Context: an optimization exercise on an open-source flow, tuned for small area, a short achievable clock period and few clock cycles. The choices shown serve that exercise and are no tape-out recipe. In this exercise RTL edits were held to simulation tests only and were not proved equivalent to the original. Power and IR drop assume default switching activity.

==> flow/design.v <==
`timescale 1ns/1ps
module adder32 (
    input  [31:0] a,
    input  [31:0] b,
    input         cin,
    output [31:0] sum
);
    assign sum = a + b + {31'd0, cin};
endmodule
module agu (
    input  [31:0] a,
    input  [11:0] imm,
    output [31:0] addr
);
    wire [12:0] lo  = {1'b0, a[11:0]} + {1'b0, imm};
    wire [19:0] inc = a[31:12] + 20'd1;
    wire [19:0] dec = a[31:12] - 20'd1;
    wire        s   = imm[11];
    wire        c   = lo[12];
    assign addr[11:0]  = lo[11:0];
    assign addr[31:12] = (c & ~s) ? inc : (~c & s) ? dec : a[31:12];
endmodule
`timescale 1ns/1ps
module branch_unit (
    input  [31:0] a,         
    input  [31:0] b,         
    input         br,        
    input         br_lt,     
    input         br_inv,    
    input         jal,
    input  [31:0] pc4,
    input  [31:0] tgt,
    output        taken,
    output        lt,
    output [31:0] npc
);
    wire eq = &(a ^ b);
    wire [31:0] l0 = ~a & ~b;
    wire [31:0] q0 = a ^ b;
    wire [15:0] l1, q1;
    wire [7:0]  l2, q2;
    wire [3:0]  l3, q3;
    wire [1:0]  l4, q4;
    genvar gi;
    generate
        for (gi = 0; gi < 16; gi = gi + 1) begin : cmp1
            assign l1[gi] = l0[2*gi+1] | (q0[2*gi+1] & l0[2*gi]);
            assign q1[gi] = q0[2*gi+1] & q0[2*gi];
        end
        for (gi = 0; gi < 8; gi = gi + 1) begin : cmp2
            assign l2[gi] = l1[2*gi+1] | (q1[2*gi+1] & l1[2*gi]);
            assign q2[gi] = q1[2*gi+1] & q1[2*gi];
        end
        for (gi = 0; gi < 4; gi = gi + 1) begin : cmp3
            assign l3[gi] = l2[2*gi+1] | (q2[2*gi+1] & l2[2*gi]);
            assign q3[gi] = q2[2*gi+1] & q2[2*gi];
        end
        for (gi = 0; gi < 2; gi = gi + 1) begin : cmp4
            assign l4[gi] = l3[2*gi+1] | (q3[2*gi+1] & l3[2*gi]);
            assign q4[gi] = q3[2*gi+1] & q3[2*gi];
        end
    endgenerate
    assign lt = l4[1] | (q4[1] & l4[0]);
    wire cond = (br_lt ? lt : eq) ^ br_inv;
    assign taken = jal | (br & cond);
    assign npc = taken ? tgt : pc4;
endmodule
`timescale 1ns/1ps
module riscv_core_top (
    input         clk,
    input         rst_n,
    output [31:0] imem_addr,
    input  [31:0] imem_rdata,
    output        dmem_read,
    output        dmem_write,
    output [31:0] dmem_addr,
    output [31:0] dmem_wdata,
    input  [31:0] dmem_rdata
);
    reg [31:0] e_pc4;      
    reg [31:0] e_tgt;      
    reg [31:0] e_a;        
    reg [31:0] e_b;        
    reg [11:0] e_imm;      
    reg [4:0]  e_rd;
    reg        e_cin;      
    reg        e_wen;      
    reg        e_load;
    reg        e_store;
    reg        e_br;       
    reg        e_br_lt;    
    reg        e_br_inv;   
    reg        e_jal;
    reg        e_jalr;
    reg        e_r_sum, e_r_lt, e_r_and, e_r_or, e_r_xor, e_r_sll, e_r_sr, e_r_pc4, e_r_tgt;
    reg        e_sra;
    reg [4:0]  e_sh;       
    reg [31:0] regs [1:31];
    reg [31:1] valid;
    wire [31:0] sum, addr, npc;
    wire        lt, taken;
    adder32 add_u (.a(e_a), .b(e_b), .cin(e_cin), .sum(sum));
    agu agu_u (.a(e_a), .imm(e_imm), .addr(addr));
    branch_unit br_u (
        .a(e_a), .b(e_b), .br(e_br), .br_lt(e_br_lt), .br_inv(e_br_inv), .jal(e_jal),
        .pc4(e_pc4), .tgt(e_tgt), .taken(taken), .lt(lt), .npc(npc)
    );
    wire [31:0] a_rev;
    genvar gr;
    generate
        for (gr = 0; gr < 32; gr = gr + 1) begin : rev_in
            assign a_rev[gr] = e_a[31-gr];
        end
    endgenerate
    wire [31:0] sh_in = e_r_sll ? a_rev : e_a;
    wire [31:0] sr  = $signed({e_sra & ~e_r_sll & e_a[31], sh_in}) >>> e_sh;
    wire [31:0] sll;
    generate
        for (gr = 0; gr < 32; gr = gr + 1) begin : rev_out
            assign sll[gr] = sr[31-gr];
        end
    endgenerate
    wire [31:0] alu_res = ({32{e_r_sum}} & sum) |
                          ({32{e_r_lt}}  & {31'd0, lt}) |
                          ({32{e_r_and}} & (e_a & e_b)) |
                          ({32{e_r_or}}  & (e_a | e_b)) |
                          ({32{e_r_xor}} & (e_a ^ e_b)) |
                          ({32{e_r_sll}} & sll) |
                          ({32{e_r_sr}}  & sr) |
                          ({32{e_r_pc4}} & e_pc4) |
                          ({32{e_r_tgt}} & e_tgt);
    wire [31:0] result = e_load ? dmem_rdata : alu_res;
    assign imem_addr  = npc;
    assign dmem_read  = e_load;
    assign dmem_write = e_store;
    assign dmem_addr  = addr;
    assign dmem_wdata = e_b;
    always @(posedge clk) begin
        if (e_wen)
            regs[e_rd] <= result;
    end
    always @(posedge clk) begin
        if (!rst_n)
            valid <= 31'd0;
        else if (e_wen)
            valid[e_rd] <= 1'b1;
    end
    wire [31:0] ins    = imem_rdata;
    wire [6:0]  opcode = ins[6:0];
    wire [4:0]  rd     = ins[11:7];
    wire [2:0]  f3     = ins[14:12];
    wire [4:0]  rs1    = ins[19:15];
    wire [4:0]  rs2    = ins[24:20];
    wire op_r     = (opcode == 7'b0110011);
    wire op_i     = (opcode == 7'b0010011);
    wire op_load  = (opcode == 7'b0000011);
    wire op_store = (opcode == 7'b0100011);
    wire op_br    = (opcode == 7'b1100011);
    wire op_jal   = (opcode == 7'b1101111);
    wire op_jalr  = (opcode == 7'b1100111);
    wire op_lui   = (opcode == 7'b0110111);
    wire op_auipc = (opcode == 7'b0010111);
    wire [31:0] imm_i = {{20{ins[31]}}, ins[31:20]};
    wire [31:0] imm_s = {{20{ins[31]}}, ins[31:25], ins[11:7]};
    wire [31:0] imm_b = {{19{ins[31]}}, ins[31], ins[7], ins[30:25], ins[11:8], 1'b0};
    wire [31:0] imm_u = {ins[31:12], 12'b0};
    wire [31:0] imm_j = {{11{ins[31]}}, ins[31], ins[19:12], ins[20], ins[30:21], 1'b0};
    wire alu_op = op_r | op_i;
    wire f_sub  = op_r & (f3 == 3'b000) & ins[30];
    wire f_slt  = alu_op & (f3 == 3'b010);
    wire f_sltu = alu_op & (f3 == 3'b011);
    wire f_br   = op_br & (f3[2:1] != 2'b01);
    wire f_cmp_signed = f_slt | (f_br & f3[2] & ~f3[1]);
    wire f_inv_b = f_sub | f_slt | f_sltu | f_br;
    wire [31:0] vmask = {valid, 1'b0};
    wire [31:0] sel1 = (32'd1 << rs1) & vmask;
    wire [31:0] sel2 = (32'd1 << rs2) & vmask;
    reg  [31:0] rf1, rf2;
    integer k;
    always @(*) begin
        rf1 = 32'd0;
        rf2 = 32'd0;
        for (k = 1; k < 32; k = k + 1) begin
            rf1 = rf1 | (regs[k] & {32{sel1[k]}});
            rf2 = rf2 | (regs[k] & {32{sel2[k]}});
        end
    end
    wire [31:0] rs1_val = (e_wen && e_rd == rs1) ? result : rf1;
    wire [31:0] rs2_val = (e_wen && e_rd == rs2) ? result : rf2;
    wire        b_imm = op_i | op_lui;
    wire [31:0] b_imm_val = op_lui ? imm_u : imm_i;
    wire [31:0] b_val = b_imm ? b_imm_val : rs2_val;
    wire [31:0] a_next = (op_lui ? 32'd0 : rs1_val) ^ {f_cmp_signed, 31'd0};
    wire [31:0] b_next = (b_val ^ {f_cmp_signed, 31'd0}) ^ {32{f_inv_b}};
    wire [31:0] imm_n = ins[3] ? imm_j : ins[2] ? imm_u : imm_b;
    wire [31:0] f_pc4 = npc + 32'd4;
    wire [31:0] f_tgt = npc + imm_n;
    wire f_wen = (rd != 5'd0) & (alu_op | op_load | op_jal | op_jalr | op_lui | op_auipc);
    always @(posedge clk) begin
        e_tgt <= f_tgt;
        e_a  <= a_next;
        e_b  <= b_next;
        e_imm <= op_store ? imm_s[11:0] : imm_i[11:0];
        e_rd <= rd;
        e_cin <= f_inv_b;
        e_br_lt  <= f3[2];
        e_br_inv <= f3[0];
        e_sra    <= ins[30];
        e_sh     <= b_val[4:0];
        e_r_sum <= (alu_op & (f3 == 3'b000)) | op_lui;
        e_r_lt  <= f_slt | f_sltu;
        e_r_and <= alu_op & (f3 == 3'b111);
        e_r_or  <= alu_op & (f3 == 3'b110);
        e_r_xor <= alu_op & (f3 == 3'b100);
        e_r_sll <= alu_op & (f3 == 3'b001);
        e_r_sr  <= alu_op & (f3 == 3'b101);
        e_r_pc4 <= op_jal | op_jalr;
        e_r_tgt <= op_auipc;
        if (!rst_n)
            e_pc4 <= 32'd0;
        else if (e_jalr)
            e_pc4 <= {addr[31:1], 1'b0};
        else
            e_pc4 <= f_pc4;
        if (!rst_n || e_jalr) begin
            e_wen   <= 1'b0;
            e_load  <= 1'b0;
            e_store <= 1'b0;
            e_br    <= 1'b0;
            e_jal   <= 1'b0;
            e_jalr  <= 1'b0;
        end else begin
            e_wen   <= f_wen;
            e_load  <= op_load;
            e_store <= op_store;
            e_br    <= f_br;
            e_jal   <= op_jal;
            e_jalr  <= op_jalr;
        end
    end
endmodule
Settings: LEC_CHECK=0, CAP_MARGIN=20, CORE_MARGIN=2, CORE_UTILIZATION=40, PLACE_DENSITY=0.55, SETUP_SLACK_MARGIN=3, SLEW_MARGIN=20, SYNTH_HIERARCHICAL=1; clock period 8.0 ns.
run.sh (not shown) runs the stock make flow with config.mk's settings and CLKGATE_MAP_FILE= SYNTH_SCRIPT=/design/flow/synth_recipe.tcl, a recipe that flattens the netlist after the stock synthesis.
The baseline went through all stages and came out clean.
Testbench counts at the start, summed over its fixed seeds: cycles 127,654.
Change:
SETUP_SLACK_MARGIN = 2.6   (was 3)
Utilization fell by 1.9 points.
Count of clock-buffer cells in the layout is unchanged.
Power falls slightly.
Register-to-register slack gets worse by 0.47 ns.
Routed wire length goes down slightly.
Synthesized cell count stays the same.
Synthesized area is unchanged.
Clock power barely changes.
Sequential power hardly moves.
First-iteration DRC count is higher by a few percent.

[re-timing with driven ports]
In the flow no input, the clock included, has a driving cell. The finished layouts below were timed again as built, in two steps.
Step 1, drivers: a clkbuf_16 drives clk and a buf_2 each remaining input, both assumed.
Step 2 moves the port delays by t, midway between the first and last clock arrival at a register: inputs arrive t later, outputs are due t later. That takes back most of the time a late clock gives input paths.
Slacks: ideal / step 1 / step 2; pairs: ideal / step 1.
| run | shift t [ns] | setup slack, ns | latest minus earliest clock arrival (ns) | pins driven straight from the clock port |
|---|---|---|---|---|
| the first run | 0.871 | 2.753 / 2.675 / 2.043 | 0.058 / 0.058 | 1 |
| the second run | 0.864 | 2.482 / 2.482 / 1.697 | 0.066 / 0.066 | 1 |
After both steps every run listed still meets setup and hold. The setup slack of the second run, which loses most, moves by 0.000 ns with the drivers and by -0.785 ns with both steps.
